Source: an optimization exercise on an open RTL-to-GDS flow (aim: small area). Production flows keep margins and buffers that such runs may drop. Function was checked by simulation only, so behaviour that the tests miss may differ from the original. No activity file was given, so power comes from the tool's default toggle rates.

==> flow/design.v <==
module FPAdder(
  input             clk,
  input      [31:0] A_56,
  input      [31:0] B_56,
  output reg [31:0] sum_56
);
  wire        sA = A_56[31];
  wire        sB = B_56[31];
  wire  [7:0] eA = A_56[30:23];
  wire  [7:0] eB = B_56[30:23];
  wire [22:0] mA = A_56[22:0];
  wire [22:0] mB = B_56[22:0];
  wire  [8:0] dsum   = {1'b0, eA} + {1'b0, ~eB};
  wire        larger = dsum[8];
  wire  [7:0] amt    = dsum[7:0] ^ {8{~larger}};
  wire [22:0] ms1    = larger ? {1'b0, mB[22:1]} : mA;
  wire [22:0] sh     = (|amt[7:5]) ? 23'd0 : (ms1 >> amt[4:0]);
  wire [22:0] ml     = larger ? mA : mB;
  wire  [7:0] el     = larger ? eA : eB;
  wire        sL     = larger ? sA : sB;
  wire        op     = sA ^ sB;
  wire        eqe    = eA == eB;
  wire        byp    = (A_56 == 32'd0) | (B_56 == 32'd0);
  wire        sg     = byp ? (sA | sB) : (op ? sL : sA);
  wire        f      = ~byp & op & eqe;
  wire [22:0] mlx    = ml ^ {23{op}};
  reg  [22:0] r1_ml, r1_sh;
  reg   [7:0] r1_e;
  reg         r1_sg, r1_f, r1_op, r1_byp;
  always @(posedge clk) begin
    r1_ml  <= mlx;
    r1_sh  <= sh;
    r1_e   <= el;
    r1_sg  <= sg;
    r1_f   <= f;
    r1_op  <= op;
    r1_byp <= byp;
  end
  wire [22:0] p  = r1_ml ^ r1_sh;
  wire [22:0] g  = r1_ml & r1_sh;
  wire [22:0] G, P;              
  genvar i;
  generate
    for (i = 0; i < 23; i = i + 1) begin : pfx
      if (i == 0) begin : b0
        assign G[0] = g[0];
        assign P[0] = p[0];
      end else begin : bi
        assign G[i] = g[i] | (p[i] & G[i-1]);
        assign P[i] = p[i] & P[i-1];
      end
    end
  endgenerate
  wire        c   = G[22];
  wire        cin = r1_op & c;
  wire [22:0] cy  = {G[21:0] | (P[21:0] & {22{cin}}), cin};
  wire [22:0] z   = p ^ cy;
  wire        inv = r1_op & ~c;
  wire [23:0] t   = {~r1_op & c, z ^ {23{inv}}};
  wire        gt   = ~c & ~P[22];
  wire        lt   = c;
  wire        sign = r1_f ? (r1_sg ? gt : lt) : r1_sg;
  reg  [23:0] r2_t;
  reg   [7:0] r2_e;
  reg         r2_sign, r2_byp;
  always @(posedge clk) begin
    r2_t    <= t;
    r2_e    <= r1_e;
    r2_sign <= sign;
    r2_byp  <= r1_byp;
  end
  wire        keep = r2_byp | (~r2_t[23] & r2_t[22]);
  wire        dec  = ~keep & ~r2_t[23];
  wire        inc  = ~keep & r2_t[23];
  wire  [7:0] eo   = r2_e + {{7{dec}}, inc | dec};
  reg  [22:0] mo;
  always @(*) begin
    if (keep)
      mo = r2_t[22:0];
    else if (r2_t[23])
      mo = r2_t[23:1];
    else
      mo = {r2_t[21:0], 1'b0};
  end
  wire [31:0] res = {r2_sign, eo, mo};
  reg [31:0] r3, r4;
  always @(posedge clk) begin
    r3     <= res;
    r4     <= r3;
    sum_56 <= r4;
  end
endmodule
==> flow/config.mk <==
export PLATFORM = sky130hd
export DESIGN_NAME = FPAdder
export DESIGN_NICKNAME = FPAdder
export VERILOG_FILES = /design/flow/design.v
export SDC_FILE = /design/flow/constraint.sdc
export NUM_CORES = 4
export LEC_CHECK = 0
export CAP_MARGIN = 20
export CORE_MARGIN = 2
export CORE_UTILIZATION = 40
export CTS_BUF_LIST = sky130_fd_sc_hd__clkbuf_8
export CTS_CLUSTER_DIAMETER = 100
export CTS_CLUSTER_SIZE = 40
export SLEW_MARGIN = 20
==> flow/constraint.sdc <==
create_clock -name core_clock -period 4.0 [get_ports {clk}]
set_input_delay 0.8000 -clock core_clock [delete_from_list [all_inputs] [get_ports {clk}]]
set_output_delay 0.8000 -clock core_clock [all_outputs]
set_load 0.01 [all_outputs]
standard.sh (not shown) runs the stock make flow with config.mk's settings and CLKGATE_MAP_FILE= SYNTH_SCRIPT=/design/flow/synth_recipe.tcl, a recipe that flattens the netlist after the stock synthesis.
==> flow/flow/run.sh <==
#!/bin/bash
# Layout flow: the standard ORFS flow (standard.sh) with two changes:
#  - synthesis maps the logic with the ABC script flow/abc.script; the rest of
#    synthesis (register mapping, flattening, renaming) is the standard
#    synthesis script, unchanged;
#  - the port buffers are plain buf_1 cells.
# Each tool's output goes to the ORFS logs under orfs/logs/; make's own output
# to flow_make.log here.
set -euo pipefail
here=$(pwd)
# ORFS's synth.tcl with only the ABC script replaced
sed 's|^source \$::env(SCRIPTS_DIR)/synth_preamble.tcl$|&\nset abc_args [lreplace $abc_args 1 1 '"$here"'/flow/abc.script]|' \
  "$FLOW_HOME/scripts/synth.tcl" > "$here/synth_area.tcl"
grep -q "flow/abc.script" "$here/synth_area.tcl"
# The standard flow's synthesis script, sourcing the copy above
sed 's|source \$::env(SCRIPTS_DIR)/synth.tcl|source '"$here"'/synth_area.tcl|' \
  synth_recipe.tcl > "$here/synth_recipe_area.tcl"
grep -q "synth_area.tcl" "$here/synth_recipe_area.tcl"
bash standard.sh "SYNTH_SCRIPT=$here/synth_recipe_area.tcl" \
  "BUFFER_PORTS_ARGS=-buffer_cell sky130_fd_sc_hd__buf_1" \
  "CTS_ARGS=-sink_clustering_enable -repair_clock_nets -dont_use_dummy_load -sink_clustering_size 50 -sink_clustering_max_diameter 200 -buf_list sky130_fd_sc_hd__clkbuf_16" finish > flow_make.log 2>&1
==> flow/flow/abc.script <==
&get -n
&st
&dch
&nf -R 50
&st
&syn2
&if -g -K 6
&synch2
&nf -R 50
&st
&syn2
&if -g -K 6
&synch2
&nf -R 50
&st
&syn2
&if -g -K 6
&synch2
&nf -R 50
&st
&syn2
&if -g -K 6
&synch2
&nf -R 50
&st
&syn2
&if -g -K 6
&synch2
&nf -R 50
&put
buffer -c
topo
stime -c
upsize -c
dnsize -c
The first run completed with no timing, DRC or antenna violations.
Edit:
--- a/flow/flow/run.sh
+++ b/flow/flow/run.sh
@@ -21 +21 @@
-  "CTS_ARGS=-sink_clustering_enable -repair_clock_nets -dont_use_dummy_load -sink_clustering_size 50 -sink_clustering_max_diameter 200 -buf_list sky130_fd_sc_hd__clkbuf_16" finish > flow_make.log 2>&1
+  "CTS_ARGS=-sink_clustering_enable -repair_clock_nets -dont_use_dummy_load -sink_clustering_size 30 -sink_clustering_max_diameter 100 -buf_list sky130_fd_sc_hd__clkbuf_8" finish > flow_make.log 2>&1
--- a/flow/flow/abc.script
+++ b/flow/flow/abc.script
@@ -4 +4 @@
-&nf -R 50
+&nf -R 100
@@ -9 +9 @@
-&nf -R 50
+&nf -R 100
@@ -14 +14 @@
-&nf -R 50
+&nf -R 100
@@ -19 +19 @@
-&nf -R 50
+&nf -R 100
@@ -24 +24 @@
-&nf -R 50
+&nf -R 100
@@ -29 +29 @@
-&nf -R 50
+&nf -R 100
Settings changed: GPL_TIMING_DRIVEN set to 0.
Effect: The changed run completed without violations; design area falls by 2.8%; worst setup slack degrades by 0.16 ns; synthesized area went down by 0.75%.
Edit:
--- a/flow/flow/run.sh
+++ b/flow/flow/run.sh
@@ -20,2 +20 @@
-  "BUFFER_PORTS_ARGS=-buffer_cell sky130_fd_sc_hd__buf_1" \
-  "CTS_ARGS=-sink_clustering_enable -repair_clock_nets -dont_use_dummy_load -sink_clustering_size 30 -sink_clustering_max_diameter 100 -buf_list sky130_fd_sc_hd__clkbuf_8" finish > flow_make.log 2>&1
+  "BUFFER_PORTS_ARGS=-buffer_cell sky130_fd_sc_hd__buf_1" finish > flow_make.log 2>&1
==> flow/flow/abc.script (replaced) <==
strash
&get -n
&st
&dch
&nf -R 1000
&put
Settings changed: GPL_TIMING_DRIVEN 0 to not set.
Outcome: This time the run reached the layout checks and failed them: setup timing. Count of clock-buffer cells in the layout stays the same. Routed wire length decreases by 3.1%. Combinational power increases by 38%. Critical path depth increases by 18. Non-clock buffer count increases by 80. Total power increases by 19%. Area after synthesis decreases by 6.1%. Clock power increases by 38%. Worst hold slack gains 0.020 ns. Worst setup slack loses 1.4 ns. Clock skew decreases by 0.037 ns.
Edit:
--- a/flow/flow/run.sh
+++ b/flow/flow/run.sh
@@ -20 +20,2 @@
-  "BUFFER_PORTS_ARGS=-buffer_cell sky130_fd_sc_hd__buf_1" finish > flow_make.log 2>&1
+  "BUFFER_PORTS_ARGS=-buffer_cell sky130_fd_sc_hd__buf_1" \
+  "CTS_ARGS=-sink_clustering_enable -repair_clock_nets -dont_use_dummy_load -sink_clustering_size 30 -sink_clustering_max_diameter 100 -buf_list sky130_fd_sc_hd__clkbuf_8" finish > flow_make.log 2>&1
==> flow/flow/abc.script (replaced) <==
&get -n
&st
&dch
&nf -R 100
&st
&syn2
&if -g -K 6
&synch2
&nf -R 100
&st
&syn2
&if -g -K 6
&synch2
&nf -R 100
&st
&syn2
&if -g -K 6
&synch2
&nf -R 100
&st
&syn2
&if -g -K 6
&synch2
&nf -R 100
&st
&syn2
&if -g -K 6
&synch2
&nf -R 100
&put
buffer -c
topo
stime -c
upsize -c
dnsize -c
Settings changed: CTS_BUF_LIST sky130_fd_sc_hd__clkbuf_8 to not set, CTS_CLUSTER_DIAMETER 100 to not set, CTS_CLUSTER_SIZE 40 to not set, GPL_TIMING_DRIVEN set to 0, PLACE_DENSITY set to 0.8.
- The changed run completed with no timing, DRC or antenna violations
- sequential share of layout area increases by 4.2 points
- power went down by about a fifth
- die area came out higher by a few percent
- synthesized cell count rises by about a fifth
- global-route usage goes down by 0.11 points
- clock skew rose by 0.033 ns
- via count rises by a little under a tenth
- final cell count barely changes
Edit:
--- a/flow/flow/run.sh
+++ b/flow/flow/run.sh
@@ -20,2 +20 @@
-  "BUFFER_PORTS_ARGS=-buffer_cell sky130_fd_sc_hd__buf_1" \
-  "CTS_ARGS=-sink_clustering_enable -repair_clock_nets -dont_use_dummy_load -sink_clustering_size 30 -sink_clustering_max_diameter 100 -buf_list sky130_fd_sc_hd__clkbuf_8" finish > flow_make.log 2>&1
+  "BUFFER_PORTS_ARGS=-buffer_cell sky130_fd_sc_hd__buf_1" finish > flow_make.log 2>&1
==> flow/flow/abc.script (replaced) <==
strash
&get -n
&st
&dch
&nf -R 1000
&put
topo
buffer -c
topo
upsize -c
dnsize -c
Settings changed: CTS_BUF_LIST set to sky130_fd_sc_hd__clkbuf_8, CTS_CLUSTER_DIAMETER set to 100, CTS_CLUSTER_SIZE set to 40, GPL_TIMING_DRIVEN 0 to not set, PLACE_DENSITY 0.8 to not set.
Effect: This time the run completed, yet does not pass: setup timing. Utilization grows by 6.4 points. Sequential power grows slightly. Design area goes up by roughly a tenth. First-iteration DRC count is lower by a quarter to a third. Maximum frequency went down by a quarter to a third. Power climbs by about a fifth.

---

RTL: the design.v shown in full above, as it stands there.
Settings: LEC_CHECK=0, CAP_MARGIN=20, CORE_MARGIN=2, CORE_UTILIZATION=50, GPL_TIMING_DRIVEN=0, PLACE_DENSITY=0.75, SLEW_MARGIN=20; clock period 4.0 ns.
==> flow/flow/run.sh <==
#!/bin/bash
# Layout flow: the standard ORFS flow (standard.sh) with two changes:
#  - synthesis maps the logic with the ABC script flow/abc.script; the rest of
#    synthesis (register mapping, flattening, renaming) is the standard
#    synthesis script, unchanged;
#  - the port buffers are plain buf_1 cells.
# Each tool's output goes to the ORFS logs under orfs/logs/; make's own output
# to flow_make.log here.
set -euo pipefail
here=$(pwd)
# ORFS's synth.tcl with only the ABC script replaced
sed 's|^source \$::env(SCRIPTS_DIR)/synth_preamble.tcl$|&\nset abc_args [lreplace $abc_args 1 1 '"$here"'/flow/abc.script]|' \
  "$FLOW_HOME/scripts/synth.tcl" > "$here/synth_area.tcl"
grep -q "flow/abc.script" "$here/synth_area.tcl"
# The standard flow's synthesis script, sourcing the copy above
sed 's|source \$::env(SCRIPTS_DIR)/synth.tcl|source '"$here"'/synth_area.tcl|' \
  synth_recipe.tcl > "$here/synth_recipe_area.tcl"
grep -q "synth_area.tcl" "$here/synth_recipe_area.tcl"
bash standard.sh "SYNTH_SCRIPT=$here/synth_recipe_area.tcl" \
  "BUFFER_PORTS_ARGS=-buffer_cell sky130_fd_sc_hd__buf_1" \
  "CTS_ARGS=-sink_clustering_enable -repair_clock_nets -dont_use_dummy_load -sink_clustering_size 30 -sink_clustering_max_diameter 100 -buf_list sky130_fd_sc_hd__clkbuf_8" finish > flow_make.log 2>&1
==> flow/flow/abc.script <==
&get -n
&st
&dch
&nf -R 100
&st
&syn2
&if -g -K 6
&synch2
&nf -R 100
&st
&syn2
&if -g -K 6
&synch2
&nf -R 100
&st
&syn2
&if -g -K 6
&synch2
&nf -R 100
&st
&syn2
&if -g -K 6
&synch2
&nf -R 100
&st
&syn2
&if -g -K 6
&synch2
&nf -R 100
&put
buffer -c
topo
stime -c
upsize -c
dnsize -c
The baseline finished clean.
==> next run, changes <==
--- a/flow/flow/run.sh
+++ b/flow/flow/run.sh
@@ -19,3 +19,2 @@
 bash standard.sh "SYNTH_SCRIPT=$here/synth_recipe_area.tcl" \
-  "BUFFER_PORTS_ARGS=-buffer_cell sky130_fd_sc_hd__buf_1" \
-  "CTS_ARGS=-sink_clustering_enable -repair_clock_nets -dont_use_dummy_load -sink_clustering_size 30 -sink_clustering_max_diameter 100 -buf_list sky130_fd_sc_hd__clkbuf_8" finish > flow_make.log 2>&1
+  "BUFFER_PORTS_ARGS=-buffer_cell sky130_fd_sc_hd__buf_1" finish > flow_make.log 2>&1
==> flow/flow/abc.script (replaced) <==
&get -n
&st
&dch
&nf -R 50
&st
&syn2
&if -g -K 6
&synch2
&nf -R 50
&st
&syn2
&if -g -K 6
&synch2
&nf -R 50
&st
&syn2
&if -g -K 6
&synch2
&nf -R 50
&st
&syn2
&if -g -K 6
&synch2
&nf -R 50
&st
&syn2
&if -g -K 6
&synch2
&nf -R 50
&put
buffer -c
topo
stime -c
upsize -c
dnsize -c
- CORE_UTILIZATION: 50 -> 40
- CTS_BUF_LIST: not set -> sky130_fd_sc_hd__clkbuf_8
- CTS_CLUSTER_DIAMETER: not set -> 100
- CTS_CLUSTER_SIZE: not set -> 40
- GPL_TIMING_DRIVEN: 0 -> not set
- PLACE_DENSITY: 0.75 -> not set
=> Cell area went up by 4.0%; core utilization went down by 10 points; sequential power hardly moves; routed wire length went up by 1.6%; final cell count went up by 2.5%.
==> next run, changes <==
--- a/flow/flow/run.sh
+++ b/flow/flow/run.sh
@@ -19,2 +19,3 @@
 bash standard.sh "SYNTH_SCRIPT=$here/synth_recipe_area.tcl" \
-  "BUFFER_PORTS_ARGS=-buffer_cell sky130_fd_sc_hd__buf_1" finish > flow_make.log 2>&1
+  "BUFFER_PORTS_ARGS=-buffer_cell sky130_fd_sc_hd__buf_1" \
+  "CTS_ARGS=-sink_clustering_enable -repair_clock_nets -dont_use_dummy_load -sink_clustering_size 30 -sink_clustering_max_diameter 100 -buf_list sky130_fd_sc_hd__clkbuf_8" finish > flow_make.log 2>&1
- GPL_TIMING_DRIVEN: not set -> 0
After rerunning: Area after synthesis does not change. Via count hardly moves. Cell count decreases by 0.49%. Synthesized cell count does not change. Global-route usage is about the same.
==> next run, changes <==
--- a/flow/flow/run.sh
+++ b/flow/flow/run.sh
@@ -19,3 +19,2 @@
 bash standard.sh "SYNTH_SCRIPT=$here/synth_recipe_area.tcl" \
-  "BUFFER_PORTS_ARGS=-buffer_cell sky130_fd_sc_hd__buf_1" \
-  "CTS_ARGS=-sink_clustering_enable -repair_clock_nets -dont_use_dummy_load -sink_clustering_size 30 -sink_clustering_max_diameter 100 -buf_list sky130_fd_sc_hd__clkbuf_8" finish > flow_make.log 2>&1
+  "BUFFER_PORTS_ARGS=-buffer_cell sky130_fd_sc_hd__buf_1" finish > flow_make.log 2>&1
==> flow/flow/abc.script (replaced) <==
&get -n
&st
&dch
&nf -R 100
&st
&syn2
&if -g -K 6
&synch2
&nf -R 100
&st
&syn2
&if -g -K 6
&synch2
&nf -R 100
&st
&syn2
&if -g -K 6
&synch2
&nf -R 100
&st
&syn2
&if -g -K 6
&synch2
&nf -R 100
&st
&syn2
&if -g -K 6
&synch2
&nf -R 100
&put
buffer -c
topo
stime -c
upsize -c
dnsize -c
- GPL_TIMING_DRIVEN: 0 -> not set
=> Via count climbs by 1.6%; cell area climbs by 3.2%; die area drops by 0.74%; combinational power drops by about 3%; sequential share of layout area drops by 1.3 points; register-to-register slack gets worse by 0.13 ns.
==> next run, changes <==
--- a/flow/flow/run.sh
+++ b/flow/flow/run.sh
@@ -19,2 +19,3 @@
 bash standard.sh "SYNTH_SCRIPT=$here/synth_recipe_area.tcl" \
-  "BUFFER_PORTS_ARGS=-buffer_cell sky130_fd_sc_hd__buf_1" finish > flow_make.log 2>&1
+  "BUFFER_PORTS_ARGS=-buffer_cell sky130_fd_sc_hd__buf_1" \
+  "CTS_ARGS=-sink_clustering_enable -repair_clock_nets -dont_use_dummy_load -sink_clustering_size 30 -sink_clustering_max_diameter 100 -buf_list sky130_fd_sc_hd__clkbuf_8" finish > flow_make.log 2>&1
==> flow/flow/abc.script (replaced) <==
&get -n
&st
&dch
&nf -R 50
&st
&syn2
&if -g -K 6
&synch2
&nf -R 50
&st
&syn2
&if -g -K 6
&synch2
&nf -R 50
&st
&syn2
&if -g -K 6
&synch2
&nf -R 50
&st
&syn2
&if -g -K 6
&synch2
&nf -R 50
&st
&syn2
&if -g -K 6
&synch2
&nf -R 50
&put
buffer -c
topo
stime -c
upsize -c
dnsize -c
Result:
- The new run produced a clean layout
- total power goes down by 4.2%
- worst setup slack improves by 0.069 ns
- routed wire length rose by 3.0%
- clock-buffer cell count is unchanged
- area after synthesis goes up by 0.76%
- hold slack is worse by 0.034 ns
- non-clock buffer count decreases by 13
- utilization falls by 1.2 points
- final area drops by 2.2%
- maximum frequency increases by about 2%
==> next run, changes <==
- CAP_MARGIN: 20 -> 5
- GPL_TIMING_DRIVEN: not set -> 0
- SLEW_MARGIN: 20 -> 5
What happened: Via count rose slightly; global-route usage came out higher by 0.11 points; wire length went up slightly; die area is unchanged; total power fell slightly; synthesized cell count is unchanged; worst setup slack degrades by 0.31 ns; hold slack gets worse by 0.0047 ns; cell area fell slightly; clock skew stays flat.

==> port drivers added, routing unchanged <==
The results above use ideal ports. As a check the final layouts listed here were re-extracted and re-timed, cells and wires unchanged. Step 1 sets driving cells, clkbuf_16 on the clock port and buf_2 on the other inputs (assumed; they add their load-dependent delay and slew). Step 2 also shifts input and output timing later by t, the mid clock arrival at the registers, as if the neighbouring blocks saw the same clock. a / b / c = ideal ports / drivers / drivers and shift; a / b = the first two.
| run | shift t [ns] | setup slack, ns | hold WS [ns] | clock arrival spread, ns | worst slew at a driven data input, ns |
|---|---|---|---|---|---|
| the first run of note 1 | 0.455 | 0.409 / 0.430 / -0.025 | 0.307 / 0.307 / 0.307 | 0.032 / 0.032 | 0.04 |
| the second run of note 1 | 0.468 | 0.249 / 0.267 / -0.201 | 0.310 / 0.310 / 0.310 | 0.052 / 0.052 | 0.03 |
| the third run of note 1 | 0.477 | -1.123 / -1.123 / -1.123 | 0.330 / 0.330 / 0.330 | 0.020 / 0.019 | 0.03 |
| the fourth run of note 1 | 0.465 | 0.230 / 0.246 / -0.219 | 0.292 / 0.292 / 0.292 | 0.049 / 0.048 | 0.06 |
| the fifth run of note 1 | 0.483 | -0.938 / -0.938 / -0.938 | 0.332 / 0.332 / 0.332 | 0.018 / 0.018 | 0.03 |
| the first run of note 2 | 0.472 | 0.149 / 0.156 / -0.316 | 0.312 / 0.312 / 0.312 | 0.035 / 0.036 | 0.04 |
| the second run of note 2 | 0.476 | 0.437 / 0.447 / -0.029 | 0.326 / 0.326 / 0.326 | 0.022 / 0.022 | 0.04 |
| the third run of note 2 | 0.455 | 0.113 / 0.126 / -0.329 | 0.295 / 0.295 / 0.295 | 0.052 / 0.052 | 0.04 |
| the fourth run of note 2 | 0.485 | 0.353 / 0.370 / -0.116 | 0.334 / 0.334 / 0.334 | 0.016 / 0.015 | 0.03 |
| the fifth run of note 2 | 0.471 | 0.422 / 0.433 / -0.038 | 0.299 / 0.299 / 0.299 | 0.049 / 0.049 | 0.04 |
| the sixth run of note 2 | 0.455 | 0.113 / 0.126 / -0.329 | 0.295 / 0.295 / 0.295 | 0.052 / 0.052 | 0.04 |
With both steps, setup timing fails in 9 of these runs, where it was met with ideal ports. For the fourth run of note 2, which loses most, drivers alone change the setup slack by +0.017 ns; drivers and shift together by -0.469 ns.
